What follows belongs to an exercise in optimizing a design on an open flow for small area, a short achievable clock period and few clock cycles; a production flow would make more cautious choices.
Only simulation tests tie the RTL to the original design; equivalence was not proved.
Power and IR drop assume default switching activity.

## try-fjord
==> flow/design.v <==
`timescale 1ns / 1ps
module SimpleCPU(clk, rst, data_fromRAM, wrEn, addr_toRAM, data_toRAM);
input clk, rst;
input wire [31:0] data_fromRAM;
output wire wrEn;
output wire [9:0] addr_toRAM;
output wire [31:0] data_toRAM;
localparam ADD = 3'd0, NAND = 3'd1, SRL = 3'd2, LT = 3'd3,
           CP  = 3'd4, CPI  = 3'd5, BZJ = 3'd6, MUL = 3'd7;
localparam S_FW  = 3'd0,   
           S_DEC = 3'd1,   
           S_G1  = 3'd2,
           S_G2  = 3'd3,
           S_G3  = 3'd4,
           S_EX  = 3'd5,   
           S_M   = 3'd6,   
           S_BT  = 3'd7;   
reg [2:0]  state;
reg [9:0]  pc;
reg [9:0]  addr;
reg        wr;
reg [2:0]  op;
reg        im;
reg [9:0]  fa;
reg [31:0] r1, r2;
reg [4:0]  cnt;
reg        first, sleft, sodd, sbig;
reg        rs;            
wire       ltf = sodd;    
wire [31:0] d = data_fromRAM;
assign wrEn       = wr & ~rst;
assign addr_toRAM = addr;
assign data_toRAM = r2;
wire [9:0] pc1 = pc + 10'd1;
reg  [1:0]  xsel;    
reg         xand;    
reg         xneg;
reg  [2:0]  ysel;    
reg         cin;
reg  [31:0] ay;
wire [31:0] m1 = ({32{xsel == 2'd1}} & ({32{~xand}} | r2))
               | ({32{xsel == 2'd3}} & {18'd0, 14'h3fff});
wire [31:0] m2 = {32{xsel == 2'd2}};
wire [31:0] ax = ((d & m1) | ({d[30:0], 1'b0} & m2)) ^ {32{xneg}};
always @(*) begin
	case (ysel)
	3'd1: ay = r2;
	3'd2: ay = {r2[29:0], 2'b00};
	3'd3: ay = {1'b0, r2[31:1]};
	3'd4: ay = {2'b00, r2[31:2]};
	default: ay = 32'd0;
	endcase
end
wire [31:0] ag0 = ax & ay;
wire [31:0] ap0 = ax ^ ay;
reg  [31:0] ag, ap;
integer ai, al, aj;
always @(*) begin
	ag = ag0;
	ap = ap0;
	ag[0] = ag0[0] | (ap0[0] & cin);
	for (al = 1; al < 32; al = al * 2)
		for (ai = 0; ai < 32; ai = ai + 1)
			if ((ai / al) % 2 == 1) begin
				aj = (ai / al) * al - 1;
				ag[ai] = ag[ai] | (ap[ai] & ag[aj]);
				ap[ai] = ap[ai] & ap[aj];
			end
end
wire [32:0] asum = {ag[31], ap0 ^ {ag[30:0], cin}};
wire       mwin = sleft;
wire [2:0] bd = mwin ? {r1[17:16] & {2{~first}}, r1[15]} : r1[31:29];
wire booth_zero = (bd == 3'b000) || (bd == 3'b111);
wire booth_two  = (bd == 3'b011) || (bd == 3'b100);
wire booth_neg  = bd[2] && !booth_zero;
function [4:0] srl_cnt(input [5:0] n);
	srl_cnt = {1'b0, n[4:1]} + {4'd0, n[0] & ~n[5]};
endfunction
reg [2:0]  state_n;
reg        wr_n;
reg [4:0]  cnt_n;
reg        first_n, sleft_n, sodd_n, sbig_n;
reg        a_A, a_B, a_pc1, a_pc, a_r2;
reg [9:0]  addr_n;
wire dec_big = |d[13:6];
wire g2_big  = |d[31:6];
wire g2_short = ~|d[31:16];
wire dop_is_mul = (d[31:29] == MUL);
wire [4:0] g2_cnt = g2_big ? 5'd0 : srl_cnt(d[5:0]);
wire is_alu = (op == ADD) || (op == NAND) || (op == LT);
always @(*) begin
	state_n   = state;
	wr_n      = 1'b0;
	cnt_n     = cnt - 5'd1;
	first_n   = first;
	sleft_n   = sleft;
	sodd_n    = sodd;
	sbig_n    = sbig;
	a_A       = 1'b0;
	a_B       = 1'b0;
	a_pc1     = 1'b0;
	a_pc      = 1'b0;
	a_r2      = 1'b0;
	xsel      = 2'd0;
	xneg      = 1'b0;
	xand      = 1'b0;
	ysel      = 3'd1;
	cin       = 1'b0;
	case (state)
	S_FW: state_n = S_DEC;
	S_DEC: begin
		xsel      = 2'd3;
		ysel      = 3'd0;
		first_n   = 1'b1;
		sleft_n   = dop_is_mul | d[5];
		sodd_n    = d[0];
		sbig_n    = dec_big;
		cnt_n     = dop_is_mul ? 5'd8 : (dec_big ? 5'd1 : srl_cnt(d[5:0]) + 5'd1);
		if (wr && addr == pc) begin
			a_pc    = 1'b1;
			state_n = S_FW;
		end else if (d[28] && d[31:29] == CP) begin
			a_pc1   = 1'b1;
			state_n = S_EX;
		end else begin
			a_A     = d[28] && d[31:29] != CPI;
			a_B     = !(d[28] && d[31:29] != CPI);
			state_n = S_G1;
		end
	end
	S_G1: begin
		state_n = S_G2;
		if (im && is_alu && op != LT) begin
			a_pc1   = 1'b1;
			state_n = S_EX;
		end else if (im && op == LT) begin
			state_n = S_EX;
		end else if (im && (op == MUL || op == SRL)) begin
			a_pc1   = (cnt == 5'd1);
			state_n = S_M;
		end else if (op == CP) begin
			a_pc1   = 1'b1;
			state_n = S_EX;
		end else if (op == BZJ && !im) begin
			a_pc1   = 1'b1;
		end else if (op == BZJ) begin
			a_r2    = 1'b1;
		end
	end
	S_G2: begin
		state_n = S_EX;
		case (op)
		ADD, NAND, LT: begin
			xsel  = 2'd1;
			ysel  = 3'd0;
			a_pc1 = (op != LT);
		end
		MUL: begin
			sleft_n = g2_short;
			cnt_n   = g2_short ? 5'd8 : 5'd15;
			state_n = S_M;
		end
		SRL: begin
			sleft_n = d[5];
			sodd_n  = d[0];
			sbig_n  = g2_big;
			cnt_n   = g2_cnt;
			a_pc1   = (g2_cnt == 5'd0);
			state_n = S_M;
		end
		CPI: if (im) begin
			xsel  = 2'd1;
			ysel  = 3'd0;
			a_pc1 = 1'b1;
		end else begin
			a_B     = 1'b1;
			state_n = S_G3;
		end
		BZJ: if (im) begin
			xsel    = 2'd1;
			state_n = (d[9:0] == 10'd0) ? S_DEC : S_G3;
		end else if (d != 32'd0) begin
			state_n = S_DEC;
		end else begin
			state_n = S_BT;
		end
		default: ;
		endcase
	end
	S_G3: begin
		if (op == BZJ) begin
			a_r2    = 1'b1;
			state_n = S_FW;
		end else begin
			a_pc1   = 1'b1;
			state_n = S_EX;
		end
	end
	S_EX: begin
		wr_n    = 1'b1;
		state_n = S_DEC;
		case (op)
		ADD: xsel = 2'd1;
		LT: begin
			xsel    = 2'd1;
			xneg    = 1'b1;
			sodd_n  = asum[32];
			wr_n    = 1'b0;
			a_pc1   = 1'b1;
			cnt_n   = 5'd0;
			state_n = S_M;
		end
		NAND: begin
			xsel  = 2'd1;
			xand  = 1'b1;
			xneg  = 1'b1;
			ysel  = 3'd0;
		end
		CP: if (!im) begin
			xsel  = 2'd1;
			ysel  = 3'd0;
		end
		CPI: if (im) a_B = 1'b1; else begin
			xsel  = 2'd1;
			ysel  = 3'd0;
		end
		default: ;
		endcase
	end
	S_M: begin
		first_n = 1'b0;
		if (op == LT) begin
			ysel     = 3'd0;
			cin      = ltf;
		end else if (op == MUL) begin
			xsel     = booth_zero ? 2'd0 : (booth_two ? 2'd2 : 2'd1);
			xneg     = booth_neg;
			cin      = booth_neg;
			ysel     = first ? 3'd0 : 3'd2;
		end else if (sbig) begin
			ysel  = 3'd0;
		end else if (first) begin
			xsel  = (sleft && sodd) ? 2'd2 : 2'd1;
			ysel  = 3'd0;
		end else begin
			ysel   = sleft ? 3'd2 : (sodd ? 3'd3 : 3'd4);
			sodd_n = 1'b0;
		end
		a_pc1 = (cnt == 5'd1);
		if (cnt == 5'd0) begin
			wr_n    = 1'b1;
			state_n = S_DEC;
		end
	end
	S_BT: begin
		first_n = 1'b0;
		if (!first) begin
			a_B     = 1'b1;
			state_n = S_FW;
		end
	end
	endcase
	if (rst) wr_n = 1'b0;
	if (rs) begin
		state_n = S_FW;
		wr_n    = 1'b0;
	end
	addr_n = ({10{a_A}}   & d[23:14])
	       | ({10{a_B}}   & d[9:0])
	       | ({10{a_pc1}} & pc1)
	       | ({10{a_pc}}  & pc)
	       | ({10{a_r2}}  & r2[9:0])
	       | ({10{!(a_A || a_B || a_pc1 || a_pc || a_r2)}} & fa);
	if (rs) addr_n = 10'd0;
end
always @(posedge clk) begin
	state <= state_n;
	addr  <= addr_n;
	if (rs || a_pc1 || a_r2 || (state == S_BT && !first)) pc <= addr_n;
	rs    <= rst;
	wr    <= wr_n;
	cnt   <= cnt_n;
	first <= first_n;
	sleft <= sleft_n;
	sodd  <= sodd_n;
	sbig  <= sbig_n;
	if (state == S_DEC) begin
		op <= d[31:29];
		im <= d[28];
		fa <= d[23:14];
	end
	if (state == S_DEC || state == S_G2) r1 <= d;
	else                                 r1 <= {r1[29:0], 2'b00};
	r2    <= asum[31:0];
end
endmodule
==> flow/config.mk <==
export PLATFORM = sky130hd
export DESIGN_NAME = SimpleCPU
export DESIGN_NICKNAME = SimpleCPU
export VERILOG_FILES = /design/flow/design.v
export SDC_FILE = /design/flow/constraint.sdc
export NUM_CORES = 4
export LEC_CHECK = 0
export CAP_MARGIN = 20
export CORE_MARGIN = 2
export CORE_UTILIZATION = 40
export SLEW_MARGIN = 20
==> flow/constraint.sdc <==
create_clock -name core_clock -period 10.0 [get_ports {clk}]
set_input_delay 2.0000 -clock core_clock [delete_from_list [all_inputs] [get_ports {clk}]]
set_output_delay 2.0000 -clock core_clock [all_outputs]
set_load 0.01 [all_outputs]
standard.sh (not shown) runs the stock make flow with config.mk's settings and CLKGATE_MAP_FILE= SYNTH_SCRIPT=/design/flow/synth_recipe.tcl, a recipe that flattens the netlist after the stock synthesis.
==> flow/flow/run.sh <==
#!/bin/bash
# Standard ORFS layout, with repair_timing aiming past the clock period the
# SDC states so that the achieved period gets as short as the design allows,
# and plain buffers on the ports.
set -euo pipefail
export SETUP_SLACK_MARGIN=5.5
export CTS_ARGS="-repair_clock_nets -dont_use_dummy_load"
export BUFFER_PORTS_ARGS="-buffer_cell sky130_fd_sc_hd__buf_2"
bash standard.sh > standard.log 2>&1
The flow did not stop early for try-fjord: all stages ran, and the layout cleared the timing, DRC and antenna checks.
Testbench counts of try-fjord, summed over its fixed seeds: cycles 205,053.
Edits applied to the flow inputs when going from try-fjord to try-sierra:
--- a/flow/flow/run.sh
+++ b/flow/flow/run.sh
@@ -6,3 +6,3 @@
 export SETUP_SLACK_MARGIN=5.5
-export CTS_ARGS="-repair_clock_nets -dont_use_dummy_load"
+export CTS_ARGS="-sink_clustering_enable -repair_clock_nets -dont_use_dummy_load -root_buf sky130_fd_sc_hd__clkbuf_16 -buf_list {sky130_fd_sc_hd__clkbuf_8 sky130_fd_sc_hd__clkbuf_16} -sink_clustering_buffer sky130_fd_sc_hd__clkbuf_16"
 export BUFFER_PORTS_ARGS="-buffer_cell sky130_fd_sc_hd__buf_2"
### Flow results
try-fjord -> try-sierra: post-synth design cell area delta 0, exact match. Taking try-fjord as the reference, in try-sierra power in sequential cells level; layout overhead on the synthesized area comparable; slack of the worst reg-to-reg path level; fmax was more or less identical; worst IR drop on VDD shows no meaningful change. Compared with try-fjord, in try-sierra met2 layer wire length in the routed design did not really move; antenna diode count about even.
diff inputs: try-sierra => try-onyx
Settings: changing CORE_UTILIZATION from 40 to 50.
==> flow/flow/run.sh <==
#!/bin/bash
# Standard ORFS layout, with repair_timing aiming past the clock period the
# SDC states so that the achieved period gets as short as the design allows,
# and plain buffers on the ports.
set -euo pipefail
export SETUP_SLACK_MARGIN=5.5
export CTS_ARGS="-sink_clustering_enable -repair_clock_nets -dont_use_dummy_load"
export BUFFER_PORTS_ARGS="-buffer_cell sky130_fd_sc_hd__buf_2"
bash standard.sh > standard.log 2>&1
Sort try-onyx and try-sierra by post-route met1 wirelength desc -> top: try-sierra
Taking try-sierra as the reference, in try-onyx die area moved down; sequential cell area in the final layout comparable.

* * *

## run 1
Starts from the design.v that is shown in full above.
Settings: LEC_CHECK=0, CAP_MARGIN=20, CORE_MARGIN=2, CORE_UTILIZATION=40, SLEW_MARGIN=20; clock period 10.0 ns.
==> flow/flow/run.sh <==
#!/bin/bash
# Standard ORFS layout, with repair_timing aiming past the clock period the
# SDC states so that the achieved period gets as short as the design allows,
# and plain buffers on the ports.
set -euo pipefail
export SETUP_SLACK_MARGIN=5.4
export CTS_ARGS="-sink_clustering_enable -repair_clock_nets -dont_use_dummy_load"
export BUFFER_PORTS_ARGS="-buffer_cell sky130_fd_sc_hd__buf_2"
bash standard.sh > standard.log 2>&1
In summary, run 1 completed successfully, with a layout that passed the timing, DRC and antenna checks.
Testbench counts of run 1, summed over its fixed seeds: cycles 205,053.
Setup changes, run 1 to run 2
--- a/flow/flow/run.sh
+++ b/flow/flow/run.sh
@@ -4,5 +4,5 @@
 # and plain buffers on the ports.
 set -euo pipefail
-export SETUP_SLACK_MARGIN=5.4
+export SETUP_SLACK_MARGIN=5.5
 export CTS_ARGS="-sink_clustering_enable -repair_clock_nets -dont_use_dummy_load"
 export BUFFER_PORTS_ARGS="-buffer_cell sky130_fd_sc_hd__buf_2"
[summary]
- Weighted congestion at the end of routability-driven global placement: run 2 vs run 1 up about 1%
- Number of nets in the layout delta (run 1 -> run 2): insignificant
- Number of vias per cell delta (run 1 -> run 2): insignificant
- Maximum fanout encountered on the critical timing path delta for run 2 relative to run 1: 1 lower
- Compared with run 1, run 2 degrades post-route cell area.
- Startpoint of the worst setup timing path: data_fromRAM[0] -> run 1, data_fromRAM[8] -> run 2
- Compared to run 1, run 2 shows a wider setup margin.
- Lower number of signal-net buffers in the layout goes to run 1 over run 2.
- The sequential portion of the cell area was comparable across run 1 and run 2.
Relative to run 2, the following input files were edited for run 3:
--- a/flow/config.mk
+++ b/flow/config.mk
@@ -9,3 +9,4 @@
 export CORE_MARGIN = 2
 export CORE_UTILIZATION = 40
+export GPL_TIMING_DRIVEN = 1
 export SLEW_MARGIN = 20
==> comparison <==
Run 3 | stages: all done | timing, DRC, antenna: all pass. Run 2 -> run 3: fmax delta 0, exact match. Worst hold slack came out exactly the same in run 3 and run 2. Diff run 2..run 3 | leakage power summed over all cells | negligible. Run 2 -> run 3: met1 layer usage reported by global route delta 0, exact match. Run 3 vs. run 2: global-route usage held, setup slack after placement has remained practically unchanged. Comparing run 3 against run 2, there is no change at all in final RePlAce weighted congestion. Between run 3 and run 2, the cell count after synthesis does not differ in any meaningful way.
The inputs of run 4 differ from those of run 3 as listed below.
--- a/flow/flow/run.sh
+++ b/flow/flow/run.sh
@@ -4,5 +4,5 @@
 # and plain buffers on the ports.
 set -euo pipefail
-export SETUP_SLACK_MARGIN=5.5
+export SETUP_SLACK_MARGIN=5.6
 export CTS_ARGS="-sink_clustering_enable -repair_clock_nets -dont_use_dummy_load"
 export BUFFER_PORTS_ARGS="-buffer_cell sky130_fd_sc_hd__buf_2"
--- a/flow/config.mk
+++ b/flow/config.mk
@@ -9,4 +9,3 @@
 export CORE_MARGIN = 2
 export CORE_UTILIZATION = 40
-export GPL_TIMING_DRIVEN = 1
 export SLEW_MARGIN = 20
Findings:
- Between run 4 and run 3, the endpoint required time on the critical path is lower for run 4.
- Setup slack after layout: run 4 vs run 3 up 0.013 ns
- Compared with run 3, in run 4 clock power did not really move, via density per instance did not really move, total chip power went up, maximum vdd drop went up.

* * *

== JK ==
SimpleCPU, a different RTL version from the one above (not shown whole).
For scale: about 1,000 cells after synthesis, roughly 110 flip-flops, roughly 77 I/O pins.
clock: 10.0 ns
lec_check: 0
cap_margin: 20
core_margin: 2
core_utilization: 40
slew_margin: 20
==> flow/flow/run.sh <==
#!/bin/bash
# Standard ORFS layout, with repair_timing aiming past the clock period the
# SDC states so that the achieved period gets as short as the design allows,
# and plain buffers on the ports.
set -euo pipefail
export SETUP_SLACK_MARGIN=5.7
export BUFFER_PORTS_ARGS="-buffer_cell sky130_fd_sc_hd__buf_2"
bash standard.sh > standard.log 2>&1
Testbench counts of JK, summed over its fixed seeds: cycles 204,733.
### JK -> MS
diff --git a/flow/flow/run.sh b/flow/flow/run.sh
--- a/flow/flow/run.sh
+++ b/flow/flow/run.sh
@@ -4,5 +4,6 @@
 # and plain buffers on the ports.
 set -euo pipefail
-export SETUP_SLACK_MARGIN=5.7
+export SETUP_SLACK_MARGIN=5.5
+export REMOVE_ABC_BUFFERS=1
 export BUFFER_PORTS_ARGS="-buffer_cell sky130_fd_sc_hd__buf_2"
 bash standard.sh > standard.log 2>&1
MS | status: complete | timing, DRC, antenna: pass
MS vs JK, total power of the final layout went down by 2.2%.
Transition at the pin with the smallest max-transition slack, MS and JK: lower on JK
Lower cell area goes to MS over JK.
Mux contribution to synthesized area came out exactly the same in MS and JK.
On MS: first-pass GRT wire length is 3.6% lower than what JK gave.
The standard cell with the maximum stage delay on the critical path comes out o41a_1 in one run and buf_4 in the other, namely in JK and MS respectively.
The portion of the layout cell area used by clock cells reported for MS is greater than that of JK by 0.71 points.
JK → MS: share of synthesized cell area in and, or, nand and nor gates essentially unchanged; final cell count decreased 13.
Growth of design area from synthesis to finish in MS vs JK: down 3.3 points
The higher leakage power of MS and JK is in JK.
Changes in AL relative to MS:
diff --git a/flow/flow/run.sh b/flow/flow/run.sh
--- a/flow/flow/run.sh
+++ b/flow/flow/run.sh
@@ -5,5 +5,4 @@
 set -euo pipefail
 export SETUP_SLACK_MARGIN=5.5
-export REMOVE_ABC_BUFFERS=1
 export BUFFER_PORTS_ARGS="-buffer_cell sky130_fd_sc_hd__buf_2"
 bash standard.sh > standard.log 2>&1
### Flow results
AL reached the end of the flow, and the finished layout is clean on the timing, DRC and antenna checks.
Taking MS as the reference, in AL area used by multi-input combinational logic did not really move; largest voltage drop on the vdd net increased by 19% relative to the old numbers; first-pass GRT wire length went up by about 2.7%; total length of routed wires picked up an extra about 3%; cell area after layout went down 58 um2.
After synthesis and placement, the instance count of AL is below that of MS.
Detailed router's first-iteration violation count: AL higher than MS
Summary of AL over MS: die extent in x shows no meaningful change, post-placement cell count saw little to no change, clock-buffer cell count down 3.
Compared with MS, AL shows a power consumed by sequential cells that is about 1% higher.

## static timing again, ports no longer ideal
Ports are ideal in the flow. The routed layouts listed here were re-timed in OpenROAD. Step 1 assumes that a clkbuf_16 drives the clock port and a buf_2 every other input. Step 2 also shifts input and output timing later by t, the mid clock arrival at the registers, as if the neighbouring blocks saw the same clock. Three values: no drivers, after step 1, after step 2; two values: the first two.
| run | t (ns) | setup slack, ns | worst register clock-pin slew, ns |
|---|---|---|---|
| try-fjord | 0.402 | 5.645 / 5.645 / 5.268 | 0.09 / 0.09 |
| try-sierra | 0.402 | 5.645 / 5.645 / 5.268 | 0.09 / 0.09 |
| try-onyx | 0.397 | 5.570 / 5.592 / 5.195 | 0.09 / 0.09 |
| run 1 | 0.397 | 5.539 / 5.550 / 5.159 | 0.08 / 0.08 |
| run 2 | 0.402 | 5.645 / 5.645 / 5.268 | 0.09 / 0.09 |
| run 3 | 0.402 | 5.645 / 5.645 / 5.268 | 0.09 / 0.09 |
| run 4 | 0.392 | 5.658 / 5.635 / 5.357 | 0.08 / 0.08 |
| JK | 0.472 | 5.647 / 5.651 / 5.201 | 0.06 / 0.06 |
| MS | 0.459 | 5.585 / 5.564 / 5.157 | 0.06 / 0.06 |
| AL | 0.480 | 5.565 / 5.539 / 5.156 | 0.06 / 0.06 |
After both steps every run listed still meets setup and hold. For JK, which loses most, drivers alone change the setup slack by +0.004 ns; drivers and shift together by -0.446 ns.
